Background: an optimization exercise with open tools, aiming at small area, a short achievable clock period and few clock cycles. Do not read the settings as production practice. At most, simulation tests tie the RTL to the original design; equivalence was not proved. No activity file was given, so power comes from the tool's default toggle rates.

## job 5789
==> module MIPS_Stack, before the edit <==
module MIPS_Stack(input clk, rst,
	output [4:0] mem_addr,
	output [7:0] mem_wdata,
	output mem_write,
	input [7:0] mem_rdata);
	reg [4:0] addr;      
	reg [4:0] ret;       
	reg r_add, r_sub, r_and, r_not;
	reg r_pushm;         
	reg r_pushf;         
	reg r_pop;           
	reg r_up, r_dn, r_hold;  
	reg [7:0] wout;      
	reg z;               
	reg [7:0] wdata;     
	reg [4:0] waddr;     
	reg       wvalid;    
	wire [7:0] T, N;
	wire fa = ~r_pushm & ~r_pop;
	wire [2:0] op = mem_rdata[7:5];
	wire [4:0] x  = mem_rdata[4:0];
	wire hit = wvalid & (x == waddr);
	wire hold = r_hold & ~r_not;
	wire [7:0] sum  = N + T;
	wire [7:0] diff = N - T;
	wire [7:0] top_in = ({8{r_pushm}} & mem_rdata) |
	                    ({8{r_pushf}} & wdata) |
	                    ({8{r_pop}}   & N) |
	                    ({8{r_add}}   & sum) |
	                    ({8{r_sub}}   & diff) |
	                    ({8{r_and}}   & (N & T)) |
	                    ({8{r_not}}   & ~T) |
	                    ({8{hold}}    & T);
	wire [7:0] nt_or = N | T;
	wire z_sum = ~|(N ^ T ^ {nt_or[6:0], 1'b0});
	wire z_next = (r_pushm & ~|mem_rdata) |
	              (r_pushf & ~|wdata) |
	              (r_pop   & ~|N) |
	              (r_add   & z_sum) |
	              (r_sub   & (N == T)) |
	              (r_and   & ~|(N & T)) |
	              (r_not   & (&T)) |
	              (hold    & z);
	wire j_add   = fa & (op == 3'b000);
	wire j_sub   = fa & (op == 3'b001);
	wire j_and   = fa & (op == 3'b010);
	wire j_not   = fa & (op == 3'b011);
	wire j_pushf = fa & (op == 3'b100) & hit;
	wire j_pushm = fa & (op == 3'b100) & ~hit;
	wire j_pop   = fa & (op == 3'b101);
	wire to_x    = (op == 3'b101) | ((op == 3'b100) & ~hit) | (op == 3'b110);
	wire j_jz    = fa & (op == 3'b111);
	wire [4:0] addr_inc = addr + 5'd1;
	wire [4:0] addr_b = ~fa ? ret : (to_x ? x : addr_inc);
	wire [4:0] addr_n = (j_jz & z_next) ? x : addr_b;
	always @(posedge clk, posedge rst) begin
		if (rst) begin
			addr    <= 5'd0;
			r_add   <= 1'b0;
			r_sub   <= 1'b0;
			r_and   <= 1'b0;
			r_not   <= 1'b0;
			r_pushm <= 1'b0;
			r_pushf <= 1'b0;
			r_pop   <= 1'b0;
			r_up    <= 1'b0;
			r_dn    <= 1'b0;
			r_hold  <= 1'b1;
			wvalid  <= 1'b0;
		end else begin
			addr    <= addr_n;
			r_add   <= j_add;
			r_sub   <= j_sub;
			r_and   <= j_and;
			r_not   <= j_not;
			r_pushm <= j_pushm;
			r_pushf <= j_pushf;
			r_pop   <= j_pop;
			r_up    <= j_pushm | j_pushf;
			r_dn    <= j_pop | j_add | j_sub | j_and;
			r_hold  <= ~(j_pushm | j_pushf | j_pop | j_add | j_sub | j_and);
			if (j_pop)
				wvalid <= 1'b1;
		end
	end
	always @(posedge clk) begin
		z <= z_next;
		wout <= j_pop ? top_in : 8'h00;
		if (fa)
			ret <= addr_inc;
		if (j_pop) begin
			wdata <= top_in;
			waddr <= x;
		end
	end
	Stack stack(clk, r_hold, r_up, r_dn, top_in, T, N);
	assign mem_addr  = addr;
	assign mem_write = r_pop;
	assign mem_wdata = wout;
endmodule
Settings: LEC_CHECK=0, ABC_CLOCK_PERIOD_IN_PS=2300, CAP_MARGIN=20, CORE_MARGIN=2, CORE_UTILIZATION=40, CTS_CLUSTER_DIAMETER=100, CTS_CLUSTER_SIZE=30, SETUP_SLACK_MARGIN=3.7, SLEW_MARGIN=20; clock period 6.0 ns.
run.sh (not shown) runs the stock make flow with config.mk's settings and CLKGATE_MAP_FILE= SYNTH_SCRIPT=/design/flow/synth_recipe.tcl, a recipe that flattens the netlist after the stock synthesis.
In summary, job 5789 completed successfully, with a layout that passed the timing, DRC and antenna checks.
Testbench counts of job 5789, summed over its fixed seeds: cycles 38,429.
The following lists how job 5787 was set up differently from job 5789:
-- flow/design.v --
<<< job 5789, line 28
	reg r_pushf;         
	reg r_pop;           
	reg r_up, r_dn, r_hold;  
	reg [7:0] wout;      
	reg z;               
	reg [7:0] wdata;     
>>> job 5787, line 28
	reg r_pushf;         
	reg r_pop;           
	reg z;               
	reg [7:0] wdata;     
<<< job 5789, line 39
	wire [4:0] x  = mem_rdata[4:0];
	wire hit = wvalid & (x == waddr);
	wire hold = r_hold & ~r_not;
	wire [7:0] sum  = N + T;
	wire [7:0] diff = N - T;
>>> job 5787, line 37
	wire [4:0] x  = mem_rdata[4:0];
	wire hit = wvalid & (x == waddr);
	wire hold = ~(r_add | r_sub | r_and | r_not | r_pushm | r_pushf | r_pop);
	wire [7:0] sum  = N + T;
	wire [7:0] diff = N - T;
<<< job 5789, line 67
	wire j_pushm = fa & (op == 3'b100) & ~hit;
	wire j_pop   = fa & (op == 3'b101);
	wire to_x    = (op == 3'b101) | ((op == 3'b100) & ~hit) | (op == 3'b110);
	wire j_jz    = fa & (op == 3'b111);
	wire [4:0] addr_inc = addr + 5'd1;
	wire [4:0] addr_b = ~fa ? ret : (to_x ? x : addr_inc);
	wire [4:0] addr_n = (j_jz & z_next) ? x : addr_b;
	always @(posedge clk, posedge rst) begin
		if (rst) begin
>>> job 5787, line 65
	wire j_pushm = fa & (op == 3'b100) & ~hit;
	wire j_pop   = fa & (op == 3'b101);
	wire to_x    = (op == 3'b101) | ((op == 3'b100) & ~hit) | (op == 3'b110) |
	               ((op == 3'b111) & z_next);
	wire [4:0] addr_inc = addr + 5'd1;
	wire [4:0] addr_n = ~fa ? ret : (to_x ? x : addr_inc);
	always @(posedge clk, posedge rst) begin
		if (rst) begin
<<< job 5789, line 82
			r_pushf <= 1'b0;
			r_pop   <= 1'b0;
			r_up    <= 1'b0;
			r_dn    <= 1'b0;
			r_hold  <= 1'b1;
			wvalid  <= 1'b0;
		end else begin
>>> job 5787, line 79
			r_pushf <= 1'b0;
			r_pop   <= 1'b0;
			wvalid  <= 1'b0;
		end else begin
<<< job 5789, line 95
			r_pushf <= j_pushf;
			r_pop   <= j_pop;
			r_up    <= j_pushm | j_pushf;
			r_dn    <= j_pop | j_add | j_sub | j_and;
			r_hold  <= ~(j_pushm | j_pushf | j_pop | j_add | j_sub | j_and);
			if (j_pop)
				wvalid <= 1'b1;
>>> job 5787, line 89
			r_pushf <= j_pushf;
			r_pop   <= j_pop;
			if (j_pop)
				wvalid <= 1'b1;
<<< job 5789, line 104
	always @(posedge clk) begin
		z <= z_next;
		wout <= j_pop ? top_in : 8'h00;
		if (fa)
			ret <= addr_inc;
>>> job 5787, line 95
	always @(posedge clk) begin
		z <= z_next;
		if (fa)
			ret <= addr_inc;
<<< job 5789, line 112
		end
	end
	Stack stack(clk, r_hold, r_up, r_dn, top_in, T, N);
	assign mem_addr  = addr;
	assign mem_write = r_pop;
	assign mem_wdata = wout;
endmodule
>>> job 5787, line 102
		end
	end
	wire up = r_pushm | r_pushf;
	wire dn = r_pop | r_add | r_sub | r_and;
	Stack stack(clk, ~up & ~dn, up, dn, top_in, T, N);
	assign mem_addr  = addr;
	assign mem_write = r_pop;
	assign mem_wdata = wdata;
endmodule
--- outcome ---
Against job 5789, job 5787 comes in about 2.8% higher on maximum number of pins on one net before global-route repair. Sequential cell count went down by a few percent going from job 5789 to job 5787. wdata[3] as the launch point of the critical path was reported by job 5787, and addr[1] by job 5789. What job 5789 reported for number of cells in the finished layout apart from fillers has to be multiplied by 1.18 to get the figure for job 5787. For job 5789, the slowest cell on the critical path was dfrtp_1, unlike job 5787, where it was edfxtp_1. What job 5787 reported for non-clock buffer count has to be multiplied by 0.51 to get the figure for job 5789. Job 5787 against job 5789: internal power contribution now sits higher, total number of vias now sits higher. Final routed wire length divided by cell count was higher in job 5789 than in job 5787.
For job 5787, only the layout was checked, not whether the RTL still works.

## re-timing with driven ports
How much do the figures lean on ideal ports? The routed layouts below were timed once more, with nothing changed but the port constraints.
Step 1 sets driving cells, clkbuf_16 on the clock port and buf_2 on the other inputs (assumed; they add their load-dependent delay and slew).
Step 2 moves the port delays by t, midway between the first and last clock arrival at a register: inputs arrive t later, outputs are due t later. That takes back most of the time a late clock gives input paths.
Three values: ideal ports, drivers, drivers and shift; two values: the first two.
run	t, ns	slack for setup (ns)	worst setup path after step 2	clock arrival spread, ns	worst register clock-pin slew, ns
job 5789	0.532	3.725 / 3.677 / 3.258	input to register	0.023 / 0.023	0.11 / 0.11
job 5787	0.524	3.695 / 3.649 / 3.203	input to register	0.015 / 0.015	0.12 / 0.12
After both steps setup and hold are still met in every run listed. For job 5787, which loses most, drivers alone change the setup slack by -0.046 ns; drivers and shift together by -0.492 ns.
